Context: an optimization exercise on an open-source flow, tuned for small area and a short achievable clock period. The choices shown serve that exercise and are no tape-out recipe.
Only simulation tests tie the RTL to the original design; equivalence was not proved.
Power and IR drop assume default switching activity.

## indigo
## ALU_TOP
module ALU_TOP
#(parameter WIDTH = 16)
(
  input wire [WIDTH - 1 : 0]A, B,
  input wire [3 : 0]ALU_FUN,
  input wire CLK, RST,
  output wire [2*WIDTH - 1 : 0]Arith_OUT,
  output wire Carry_OUT,
  output wire Arith_Flag,
  output wire [WIDTH - 1 : 0]Logic_OUT,
  output wire Logic_Flag,
  output wire [1:0]CMP_OUT,
  output wire CMP_Flag,
  output wire [WIDTH - 1 : 0]SHIFT_OUT,
  output wire SHIFT_Flag
);
Settings: LEC_CHECK=0, ABC_AREA=1, CAP_MARGIN=20, CORE_MARGIN=2, CORE_UTILIZATION=40, SLEW_MARGIN=20; clock period 110.0 ns.
standard.sh (not shown) runs the stock make flow with config.mk's settings and CLKGATE_MAP_FILE= SYNTH_SCRIPT=/design/flow/synth_recipe.tcl, a recipe that flattens the netlist after the stock synthesis.
==> flow/flow/run.sh <==
#!/bin/bash
# Layout flow: the standard synthesis and layout (standard.sh), except that
# - the port buffers that global placement inserts use the smallest buffer
#   (buf_1) instead of the default pick; every input and output still gets its
#   own buffer;
# - the repair_timing run after clock tree synthesis is given a setup margin,
#   so it shortens the longest (divider) paths though the period is met.
# Constraints (constraint.sdc) are unchanged. Each step's output goes to a log
# file in this folder.
set -uo pipefail
BUF="BUFFER_PORTS_ARGS=-buffer_cell sky130_fd_sc_hd__buf_1"
bash standard.sh synth > synth.log 2>&1 || exit 1
bash standard.sh "$BUF" place > place.log 2>&1 || exit 1
bash standard.sh "$BUF" SETUP_SLACK_MARGIN=76 cts > cts.log 2>&1 || exit 1
bash standard.sh "$BUF" SETUP_SLACK_MARGIN=75 finish > finish.log 2>&1 || exit 1
### indigo -> maple
diff --git a/flow/flow/run.sh b/flow/flow/run.sh
--- a/flow/flow/run.sh
+++ b/flow/flow/run.sh
@@ -12,4 +12,4 @@
 bash standard.sh synth > synth.log 2>&1 || exit 1
 bash standard.sh "$BUF" place > place.log 2>&1 || exit 1
-bash standard.sh "$BUF" SETUP_SLACK_MARGIN=76 cts > cts.log 2>&1 || exit 1
-bash standard.sh "$BUF" SETUP_SLACK_MARGIN=75 finish > finish.log 2>&1 || exit 1
+bash standard.sh "$BUF" SETUP_SLACK_MARGIN=75 cts > cts.log 2>&1 || exit 1
+bash standard.sh "$BUF" SETUP_SLACK_MARGIN=74 finish > finish.log 2>&1 || exit 1
[summary]
Taking indigo as the reference point, the stage delay of the slowest cell on the critical path of maple rises by 0.07 ns.
Looking at maximum fanout encountered on the critical timing path, maple sits 14 above indigo.
In the metrics for maple and indigo, the one carrying the lower final cell count is maple.
Part of the power in the clock network delta (maple -> indigo): insignificant
For indigo, the worst setup path endpoint was arth_unit.Arith_OUT[15], unlike maple, where it was arth_unit.Arith_OUT[7].
Per the final summary, maple finished and its layout is clean on timing, DRC and antenna.

* * *

Setup of sierra:
Starting RTL as in the previous note.
clock: 110.0 ns
lec_check: 0
abc_area: 1
cap_margin: 20
core_margin: 2
core_utilization: 40
slew_margin: 20
==> flow/flow/run.sh <==
#!/bin/bash
# Layout flow: the standard synthesis and layout (standard.sh), except that
# the port buffers that global placement inserts use the smallest buffer
# (buf_1) instead of the default pick; every input and output still gets its
# own buffer. Each step's full output goes to a log file in this folder.
set -uo pipefail
bash standard.sh synth > synth.log 2>&1 || exit 1
bash standard.sh "BUFFER_PORTS_ARGS=-buffer_cell sky130_fd_sc_hd__buf_1" finish > layout.log 2>&1 || exit 1
The inputs of raven differ from those of sierra as listed below.
==> flow/run.sh (new file) <==
#!/bin/bash
# synth_recipe.tcl (not shown) runs the flow's synth.tcl, then flattens the netlist and writes it again
# the make line also repeats each setting of config.mk as NAME=value (left out here)
make -C /OpenROAD-flow-scripts/flow DESIGN_CONFIG=/design/flow/config.mk WORK_HOME=/design/flow/orfs CLKGATE_MAP_FILE= SYNTH_SCRIPT=/design/flow/synth_recipe.tcl finish
removed: flow/flow/run.sh
removed: flow/standard.sh
Notes after the runs:
- Share of synthesized area occupied by flip-flops and latches: raven vs sierra identical
- Compared with sierra, raven is hungrier on power.
- Taking sierra as the reference, in raven post-route cell area went up 610 um^2; power density normalized to cell area went down.

-- afterwards: timing with drivers on the ports --
The results above use ideal ports. As a check the final layouts listed here were re-extracted and re-timed, cells and wires unchanged.
Step 1 (the two cells are an assumption about what drives the block):
set clk [get_ports {CLK}]
set_driving_cell -lib_cell sky130_fd_sc_hd__clkbuf_16 $clk
set_driving_cell -lib_cell sky130_fd_sc_hd__buf_2 [delete_from_list [all_inputs] $clk]
Step 2 also shifts input and output timing later by t, the mid clock arrival at the registers, as if the neighbouring blocks saw the same clock.
Three values: no drivers, after step 1, after step 2; two values: the first two.
| run | t (ns) | setup slack, ns | slew at the worst register clock pin (ns) |
|---|---|---|---|
| indigo | 0.413 | 76.017 / 76.002 / 75.588 | 0.06 / 0.06 |
| maple | 0.413 | 75.127 / 75.142 / 74.728 | 0.07 / 0.07 |
| sierra | 0.413 | 73.399 / 73.422 / 73.008 | 0.06 / 0.06 |
| raven | 0.415 | 73.252 / 73.272 / 72.856 | 0.06 / 0.06 |
After both steps setup and hold are still met in every run listed. For indigo, which loses most, drivers alone change the setup slack by -0.015 ns; drivers and shift together by -0.429 ns.
